This is an optimization exercise on Yosys and OpenROAD, whose aim is a short achievable clock period and few clock cycles, not a production implementation.
In this exercise RTL edits were held to simulation tests only and were not proved equivalent to the original.
Power and IR drop assume default switching activity.

==> inputs of trial 3 <==
==> flow/design.v (excerpt) <==
module pipelined (
  input         clk_i, rst_ni,
  output [31:0] imem_addr_o ,
  input  [31:0] imem_rdata_i,
  output [31:0] dmem_addr_o ,
  output [31:0] dmem_wdata_o,
  output [ 3:0] dmem_be_o   ,
  output        dmem_we_o   ,
  input  [31:0] dmem_rdata_i
);
==> flow/config.mk <==
export PLATFORM = sky130hd
export DESIGN_NAME = pipelined
export DESIGN_NICKNAME = pipelined
export VERILOG_FILES = /design/flow/design.v
export SDC_FILE = /design/flow/constraint.sdc
export NUM_CORES = 4
export LEC_CHECK = 0
export ABC_CLOCK_PERIOD_IN_PS = 4000
export CAP_MARGIN = 20
export CELL_PAD_IN_SITES_DETAIL_PLACEMENT = 1
export CELL_PAD_IN_SITES_GLOBAL_PLACEMENT = 2
export CORE_MARGIN = 2
export CORE_UTILIZATION = 30
export PLACE_DENSITY = 0.45
export SLEW_MARGIN = 20
export TNS_END_PERCENT = 100
==> flow/constraint.sdc <==
create_clock -name core_clock -period 12.0 [get_ports {clk_i}]
set_input_delay 2.4000 -clock core_clock [delete_from_list [all_inputs] [get_ports {clk_i}]]
set_output_delay 2.4000 -clock core_clock [all_outputs]
set_load 0.01 [all_outputs]
standard.sh (not shown) runs the stock make flow with config.mk's settings and CLKGATE_MAP_FILE= SYNTH_SCRIPT=/design/flow/synth_recipe.tcl, a recipe that flattens the netlist after the stock synthesis.
==> flow/flow/run.sh <==
#!/bin/bash
# The standard layout (standard.sh: the standard flow's synthesis and ORFS flow) with two changes
# to how the layout is made; the SDC and everything else are unchanged:
# - a larger setup repair margin, so that repair_timing works towards a shorter
#   period than the 12 ns constraint needs;
# - every input and output port is still buffered, but with buf_4 instead of the
#   slow delay buffer that buffer_ports picks by default.
set -euo pipefail
export BUFFER_PORTS_ARGS="-buffer_cell sky130_fd_sc_hd__buf_4"
bash standard.sh SETUP_SLACK_MARGIN=8 finish > standard_flow.log 2>&1
==> inputs of build 13, as changes to trial 3 <==
--- a/flow/design.v
+++ b/flow/design.v
@@ -48,12 +48,12 @@
   logic [31:0] u_pc, u_tgt, u_link;
   logic [31:0][31:0] rf;
   logic [NB-1:0]            bt_v, bt_cond, bt_ret;
   logic [NB-1:0]            bt_p;     
   logic [NB-1:0][10:0]      bt_tag, bt_tgt;
-  logic [NB-1:0][4:0]       bt_h;
-  logic [NB-1:0][31:0][1:0] bt_c;
+  logic [NB-1:0][3:0]       bt_h;
+  logic [NB-1:0][15:0][1:0] bt_c;
   logic [NB-1:0]            bt_poh;    
   logic [NR-1:0][10:0]      ras;
   logic          pc_ok;
   logic [NB-1:0] hit, take;
   logic          p_taken;
@@ -120,35 +120,34 @@
     for (int i = 1; i < 32; i++) begin
       rf1 = rf1 | ({32{d_rs1oh[i]}} & rf[i]);
       rf2 = rf2 | ({32{d_rs2oh[i]}} & rf[i]);
     end
   end
-  logic        s_e1, s_e2, s_m1, s_m2, s_x1, s_x2;
-  wire  [31:0] rf1x = s_x1 ? x_res : rf1;
-  wire  [31:0] rf2x = s_x2 ? x_res : rf2;
-  wire  [31:0] rv1  = s_m1 ? wb_res : rf1x;
-  wire  [31:0] rv2  = s_m2 ? wb_res : rf2x;
-  wire         fwd1 = s_e1;
-  wire         fwd2 = s_e2;
+  wire [31:0] rf1x = (x_we & (x_rd == rs1)) ? x_res : rf1;
+  wire [31:0] rf2x = (x_we & (x_rd == rs2)) ? x_res : rf2;
+  wire [31:0] rv1  = (w_en & (m_rd == rs1)) ? wb_res : rf1x;
+  wire [31:0] rv2  = (w_en & (m_rd == rs2)) ? wb_res : rf2x;
+  wire ex_w   = e_valid & e_we;
+  wire fwd1   = ex_w & (e_rd == rs1);
+  wire fwd2   = ex_w & (e_rd == rs2);
   wire stall  = stall_q & d_valid & e_valid;
   wire [4:0] f_op       = imem_rdata_i[6:2];
   wire       f_uses_rs1 = (f_op == 5'b11001) | (f_op == 5'b11000) | (f_op == 5'b00000) |
                           (f_op == 5'b01000) | (f_op == 5'b00100) | (f_op == 5'b01100);
   wire       f_uses_rs2 = (f_op == 5'b11000) | (f_op == 5'b01100);
   wire       f_jb       = (f_op == 5'b11011) | ((f_op == 5'b11000) & imem_rdata_i[31]);
   wire [31:0] f_bimm    = (f_op == 5'b11011) ?
       {{11{imem_rdata_i[31]}}, imem_rdata_i[31], imem_rdata_i[19:12], imem_rdata_i[20], imem_rdata_i[30:21], 1'b0} :
       {{19{imem_rdata_i[31]}}, imem_rdata_i[31], imem_rdata_i[7], imem_rdata_i[30:25], imem_rdata_i[11:8], 1'b0};
-  wire [4:0] n_rs1      = stall ? rs1 : imem_rdata_i[19:15];
-  wire [4:0] n_rs2      = stall ? rs2 : imem_rdata_i[24:20];
   wire       stall_n    = ~stall & d_valid & is_load & d_we &
                           ((f_uses_rs1 & (imem_rdata_i[19:15] == rd)) |
                            (f_uses_rs2 & (imem_rdata_i[24:20] == rd)));
   wire id_redirect = d_valid & ~stall & ~d_hit & d_jb;
   wire        f_ret   = (imem_rdata_i[6:0] == 7'b1100111) & (imem_rdata_i[11:7] == 5'd0) &
-                        (imem_rdata_i[19:15] == 5'd1);
-  wire [31:0] p_next2 = f_ret ? {19'd0, ras[0], 2'd0} : p_next;
+                        (imem_rdata_i[19:15] == 5'd1) & (imem_rdata_i[31:20] == 12'd0);
+  wire        f_sret  = ~(|hit) & f_ret;
+  wire [31:0] p_next2 = f_sret ? {19'd0, ras[0], 2'd0} : p_next;
   wire d_call = (is_jal | is_jalr) & (rd == 5'd1);
   wire d_ret  = is_jalr & (rd == 5'd0) & (rs1 == 5'd1);
   wire [31:0] A = e_a;
   wire [31:0] B = e_b;
   wire [31:0] S = e_sl ? wb_res : e_s;
@@ -217,24 +216,12 @@
       m_valid <= 1'b0;
       m_we    <= 1'b0;
       m_redir <= 1'b0;
       u_valid <= 1'b0;
       stall_q <= 1'b0;
-      s_e1    <= 1'b0;
-      s_e2    <= 1'b0;
-      s_m1    <= 1'b0;
-      s_m2    <= 1'b0;
-      s_x1    <= 1'b0;
-      s_x2    <= 1'b0;
     end else begin
       stall_q <= stall_n;
-      s_e1    <= d_valid & ~stall & d_we & (rd == n_rs1);
-      s_e2    <= d_valid & ~stall & d_we & (rd == n_rs2);
-      s_m1    <= e_valid & e_we & (e_rd == n_rs1);
-      s_m2    <= e_valid & e_we & (e_rd == n_rs2);
-      s_x1    <= m_we & (m_rd == n_rs1);
-      s_x2    <= m_we & (m_rd == n_rs2);
       if (kill_d)      d_valid <= 1'b0;
       else if (~stall) d_valid <= 1'b1;
       e_valid <= d_valid & ~kill_e;
       m_valid <= e_valid;
       m_we    <= e_valid & e_we;
@@ -244,23 +231,23 @@
   end
   always_ff @(posedge clk_i) begin
     if (~stall) begin
       d_pc   <= pc_q;
       d_inst <= imem_rdata_i;
-      d_pt   <= p_taken | f_ret;
+      d_rs1oh <= (32'd1 << imem_rdata_i[19:15]) & ~32'd1;
+      d_rs2oh <= (32'd1 << imem_rdata_i[24:20]) & ~32'd1;
+      d_pt   <= p_taken | f_sret;
       d_hit  <= |hit;
       d_jb   <= f_jb;
       d_bimm <= f_bimm;
-      d_ptgt <= {19'd0, f_ret ? ras[0] : p_tgt, 2'd0};
+      d_ptgt <= {19'd0, f_sret ? ras[0] : p_tgt, 2'd0};
     end
-    d_rs1oh  <= (32'd1 << n_rs1) & ~32'd1;
-    d_rs2oh  <= (32'd1 << n_rs2) & ~32'd1;
     e_a      <= (fwd1 & uses_rs1) ? res :
-                (s_m1 & ~is_lui & ~is_auipc) ? wb_res :
+                (w_en & (m_rd == rs1) & ~is_lui & ~is_auipc) ? wb_res :
                 is_lui ? 32'd0 : is_auipc ? d_pc : rf1x;
     e_b      <= (fwd2 & ~use_imm) ? res :
-                (s_m2 & ~use_imm) ? wb_res :
+                (w_en & (m_rd == rs2) & ~use_imm) ? wb_res :
                 use_imm ? imm : rf2x;
     e_s      <= fwd2 ? res : rv2;
     e_sl     <= fwd2 & e_load;
     e_rd     <= rd;
     e_we     <= d_we;
@@ -350,24 +337,24 @@
     w_pc     <= u_pc[12:2];
     w_tgt    <= u_tgt[12:2];
     w_m      <= u_same ? w_new : (um & ~w_new);
     w_any    <= u_same | (|(um & ~w_new));
   end
-  logic [NB-1:0][31:0][1:0] c_next;
+  logic [NB-1:0][15:0][1:0] c_next;
   logic [NB-1:0]            p_next_e;
   always_comb
     for (int e = 0; e < NB; e++) begin
       p_next_e[e] = 1'b0;
-      for (int k = 0; k < 32; k++) begin
+      for (int k = 0; k < 16; k++) begin
         c_next[e][k] = bt_c[e][k];
         if (bt_h[e] == k) begin
           if (w_taken & (bt_c[e][k] != 2'b11))  c_next[e][k] = bt_c[e][k] + 2'b01;
           if (~w_taken & (bt_c[e][k] != 2'b00)) c_next[e][k] = bt_c[e][k] - 2'b01;
         end
       end
-      for (int k = 0; k < 32; k++)
-        if ({bt_h[e][3:0], w_taken} == k) p_next_e[e] = c_next[e][k][1];
+      for (int k = 0; k < 16; k++)
+        if ({bt_h[e][2:0], w_taken} == k) p_next_e[e] = c_next[e][k][1];
     end
   always_ff @(posedge clk_i or negedge rst_ni) begin
     if (~rst_ni) begin
       bt_v   <= '0;
       bt_poh <= {{(NB-1){1'b0}}, 1'b1};
@@ -389,17 +376,17 @@
       if (w_new[e]) begin
         bt_tag[e]  <= w_pc;
         bt_tgt[e]  <= w_tgt;
         bt_cond[e] <= w_cond;
         bt_ret[e]  <= w_ret;
-        bt_h[e]    <= 5'd1;
-        bt_c[e]    <= {32{2'b10}};
+        bt_h[e]    <= 4'd1;
+        bt_c[e]    <= {16{2'b10}};
         bt_p[e]    <= 1'b1;
       end else if (w_valid & w_m[e]) begin
         if (w_taken & w_tgt_ok) bt_tgt[e] <= w_tgt;
         if (w_cond) begin
-          bt_h[e] <= {bt_h[e][3:0], w_taken};
+          bt_h[e] <= {bt_h[e][2:0], w_taken};
           bt_p[e] <= p_next_e[e];
           bt_c[e] <= c_next[e];
         end
       end
     end
==> inputs of trial 36, as changes to trial 3 <==
--- a/flow/design.v
+++ b/flow/design.v
@@ -6,11 +6,11 @@
   output [31:0] dmem_wdata_o,
   output [ 3:0] dmem_be_o   ,
   output        dmem_we_o   ,
   input  [31:0] dmem_rdata_i
 );
-  localparam int NB = 32;    
+  localparam int NB = 16;    
   localparam int NR = 4;     
   logic [31:0] pc_q;
   logic [31:0] pc_o;                  
   logic [31:0] pc_c;                  
   logic        d_valid;
@@ -48,12 +48,12 @@
   logic [31:0] u_pc, u_tgt, u_link;
   logic [31:0][31:0] rf;
   logic [NB-1:0]            bt_v, bt_cond, bt_ret;
   logic [NB-1:0]            bt_p;     
   logic [NB-1:0][10:0]      bt_tag, bt_tgt;
-  logic [NB-1:0][4:0]       bt_h;
-  logic [NB-1:0][31:0][1:0] bt_c;
+  logic [NB-1:0][3:0]       bt_h;
+  logic [NB-1:0][15:0][1:0] bt_c;
   logic [NB-1:0]            bt_poh;    
   logic [NR-1:0][10:0]      ras;
   logic          pc_ok;
   logic [NB-1:0] hit, take;
   logic          p_taken;
@@ -120,35 +120,34 @@
     for (int i = 1; i < 32; i++) begin
       rf1 = rf1 | ({32{d_rs1oh[i]}} & rf[i]);
       rf2 = rf2 | ({32{d_rs2oh[i]}} & rf[i]);
     end
   end
-  logic        s_e1, s_e2, s_m1, s_m2, s_x1, s_x2;
-  wire  [31:0] rf1x = s_x1 ? x_res : rf1;
-  wire  [31:0] rf2x = s_x2 ? x_res : rf2;
-  wire  [31:0] rv1  = s_m1 ? wb_res : rf1x;
-  wire  [31:0] rv2  = s_m2 ? wb_res : rf2x;
-  wire         fwd1 = s_e1;
-  wire         fwd2 = s_e2;
+  wire [31:0] rf1x = (x_we & (x_rd == rs1)) ? x_res : rf1;
+  wire [31:0] rf2x = (x_we & (x_rd == rs2)) ? x_res : rf2;
+  wire [31:0] rv1  = (w_en & (m_rd == rs1)) ? wb_res : rf1x;
+  wire [31:0] rv2  = (w_en & (m_rd == rs2)) ? wb_res : rf2x;
+  wire ex_w   = e_valid & e_we;
+  wire fwd1   = ex_w & (e_rd == rs1);
+  wire fwd2   = ex_w & (e_rd == rs2);
   wire stall  = stall_q & d_valid & e_valid;
   wire [4:0] f_op       = imem_rdata_i[6:2];
   wire       f_uses_rs1 = (f_op == 5'b11001) | (f_op == 5'b11000) | (f_op == 5'b00000) |
                           (f_op == 5'b01000) | (f_op == 5'b00100) | (f_op == 5'b01100);
   wire       f_uses_rs2 = (f_op == 5'b11000) | (f_op == 5'b01100);
   wire       f_jb       = (f_op == 5'b11011) | ((f_op == 5'b11000) & imem_rdata_i[31]);
   wire [31:0] f_bimm    = (f_op == 5'b11011) ?
       {{11{imem_rdata_i[31]}}, imem_rdata_i[31], imem_rdata_i[19:12], imem_rdata_i[20], imem_rdata_i[30:21], 1'b0} :
       {{19{imem_rdata_i[31]}}, imem_rdata_i[31], imem_rdata_i[7], imem_rdata_i[30:25], imem_rdata_i[11:8], 1'b0};
-  wire [4:0] n_rs1      = stall ? rs1 : imem_rdata_i[19:15];
-  wire [4:0] n_rs2      = stall ? rs2 : imem_rdata_i[24:20];
   wire       stall_n    = ~stall & d_valid & is_load & d_we &
                           ((f_uses_rs1 & (imem_rdata_i[19:15] == rd)) |
                            (f_uses_rs2 & (imem_rdata_i[24:20] == rd)));
   wire id_redirect = d_valid & ~stall & ~d_hit & d_jb;
   wire        f_ret   = (imem_rdata_i[6:0] == 7'b1100111) & (imem_rdata_i[11:7] == 5'd0) &
-                        (imem_rdata_i[19:15] == 5'd1);
-  wire [31:0] p_next2 = f_ret ? {19'd0, ras[0], 2'd0} : p_next;
+                        (imem_rdata_i[19:15] == 5'd1) & (imem_rdata_i[31:20] == 12'd0);
+  wire        f_sret  = ~(|hit) & f_ret;
+  wire [31:0] p_next2 = f_sret ? {19'd0, ras[0], 2'd0} : p_next;
   wire d_call = (is_jal | is_jalr) & (rd == 5'd1);
   wire d_ret  = is_jalr & (rd == 5'd0) & (rs1 == 5'd1);
   wire [31:0] A = e_a;
   wire [31:0] B = e_b;
   wire [31:0] S = e_sl ? wb_res : e_s;
@@ -217,24 +216,12 @@
       m_valid <= 1'b0;
       m_we    <= 1'b0;
       m_redir <= 1'b0;
       u_valid <= 1'b0;
       stall_q <= 1'b0;
-      s_e1    <= 1'b0;
-      s_e2    <= 1'b0;
-      s_m1    <= 1'b0;
-      s_m2    <= 1'b0;
-      s_x1    <= 1'b0;
-      s_x2    <= 1'b0;
     end else begin
       stall_q <= stall_n;
-      s_e1    <= d_valid & ~stall & d_we & (rd == n_rs1);
-      s_e2    <= d_valid & ~stall & d_we & (rd == n_rs2);
-      s_m1    <= e_valid & e_we & (e_rd == n_rs1);
-      s_m2    <= e_valid & e_we & (e_rd == n_rs2);
-      s_x1    <= m_we & (m_rd == n_rs1);
-      s_x2    <= m_we & (m_rd == n_rs2);
       if (kill_d)      d_valid <= 1'b0;
       else if (~stall) d_valid <= 1'b1;
       e_valid <= d_valid & ~kill_e;
       m_valid <= e_valid;
       m_we    <= e_valid & e_we;
@@ -244,23 +231,23 @@
   end
   always_ff @(posedge clk_i) begin
     if (~stall) begin
       d_pc   <= pc_q;
       d_inst <= imem_rdata_i;
-      d_pt   <= p_taken | f_ret;
+      d_rs1oh <= (32'd1 << imem_rdata_i[19:15]) & ~32'd1;
+      d_rs2oh <= (32'd1 << imem_rdata_i[24:20]) & ~32'd1;
+      d_pt   <= p_taken | f_sret;
       d_hit  <= |hit;
       d_jb   <= f_jb;
       d_bimm <= f_bimm;
-      d_ptgt <= {19'd0, f_ret ? ras[0] : p_tgt, 2'd0};
+      d_ptgt <= {19'd0, f_sret ? ras[0] : p_tgt, 2'd0};
     end
-    d_rs1oh  <= (32'd1 << n_rs1) & ~32'd1;
-    d_rs2oh  <= (32'd1 << n_rs2) & ~32'd1;
     e_a      <= (fwd1 & uses_rs1) ? res :
-                (s_m1 & ~is_lui & ~is_auipc) ? wb_res :
+                (w_en & (m_rd == rs1) & ~is_lui & ~is_auipc) ? wb_res :
                 is_lui ? 32'd0 : is_auipc ? d_pc : rf1x;
     e_b      <= (fwd2 & ~use_imm) ? res :
-                (s_m2 & ~use_imm) ? wb_res :
+                (w_en & (m_rd == rs2) & ~use_imm) ? wb_res :
                 use_imm ? imm : rf2x;
     e_s      <= fwd2 ? res : rv2;
     e_sl     <= fwd2 & e_load;
     e_rd     <= rd;
     e_we     <= d_we;
@@ -350,24 +337,24 @@
     w_pc     <= u_pc[12:2];
     w_tgt    <= u_tgt[12:2];
     w_m      <= u_same ? w_new : (um & ~w_new);
     w_any    <= u_same | (|(um & ~w_new));
   end
-  logic [NB-1:0][31:0][1:0] c_next;
+  logic [NB-1:0][15:0][1:0] c_next;
   logic [NB-1:0]            p_next_e;
   always_comb
     for (int e = 0; e < NB; e++) begin
       p_next_e[e] = 1'b0;
-      for (int k = 0; k < 32; k++) begin
+      for (int k = 0; k < 16; k++) begin
         c_next[e][k] = bt_c[e][k];
         if (bt_h[e] == k) begin
           if (w_taken & (bt_c[e][k] != 2'b11))  c_next[e][k] = bt_c[e][k] + 2'b01;
           if (~w_taken & (bt_c[e][k] != 2'b00)) c_next[e][k] = bt_c[e][k] - 2'b01;
         end
       end
-      for (int k = 0; k < 32; k++)
-        if ({bt_h[e][3:0], w_taken} == k) p_next_e[e] = c_next[e][k][1];
+      for (int k = 0; k < 16; k++)
+        if ({bt_h[e][2:0], w_taken} == k) p_next_e[e] = c_next[e][k][1];
     end
   always_ff @(posedge clk_i or negedge rst_ni) begin
     if (~rst_ni) begin
       bt_v   <= '0;
       bt_poh <= {{(NB-1){1'b0}}, 1'b1};
@@ -389,17 +376,17 @@
       if (w_new[e]) begin
         bt_tag[e]  <= w_pc;
         bt_tgt[e]  <= w_tgt;
         bt_cond[e] <= w_cond;
         bt_ret[e]  <= w_ret;
-        bt_h[e]    <= 5'd1;
-        bt_c[e]    <= {32{2'b10}};
+        bt_h[e]    <= 4'd1;
+        bt_c[e]    <= {16{2'b10}};
         bt_p[e]    <= 1'b1;
       end else if (w_valid & w_m[e]) begin
         if (w_taken & w_tgt_ok) bt_tgt[e] <= w_tgt;
         if (w_cond) begin
-          bt_h[e] <= {bt_h[e][3:0], w_taken};
+          bt_h[e] <= {bt_h[e][2:0], w_taken};
           bt_p[e] <= p_next_e[e];
           bt_c[e] <= c_next[e];
         end
       end
     end
==> notes <==
Against trial 3, the register-to-register slack of build 13 is better by 0.07 ns.
Clock power: trial 3 > build 13 > trial 36.
Via count: trial 3 > build 13 > trial 36.
Of trial 36 and trial 3, trial 36 has the higher clock skew (gap 0.021 ns).
Testbench counts of trial 3, summed over its fixed seeds: cycles 236,218.
Testbench counts of build 13, summed over its fixed seeds: cycles 236,680.
Testbench counts of trial 36, summed over its fixed seeds: cycles 237,447.

==> static timing again, ports no longer ideal <==
How much do the figures lean on ideal ports? The routed layouts below were timed once more, with nothing changed but the port constraints. Step 1, drivers: a clkbuf_16 drives clk_i and a buf_2 each remaining input, both assumed. Step 2 also shifts input and output timing later by t, the mid clock arrival at the registers, as if the neighbouring blocks saw the same clock. a / b / c = ideal ports / drivers / drivers and shift; a / b = the first two.
run | t, ns | setup WS [ns] | hold slack, ns | worst setup path at the end | cell pins on the clock port's net
trial 3 | 1.298 | 7.873 / 7.715 / 6.768 | 0.300 / 0.300 / 0.300 | input to register | 1
build 13 | 1.223 | 7.892 / 7.750 / 6.894 | 0.309 / 0.309 / 0.309 | input to register | 1
trial 36 | 1.115 | 7.867 / 7.921 / 6.841 | 0.312 / 0.312 / 0.312 | input to register | 1
After both steps setup and hold are still met in every run listed. The setup slack of trial 3, which loses most, moves by -0.158 ns with the drivers and by -1.105 ns with both steps.
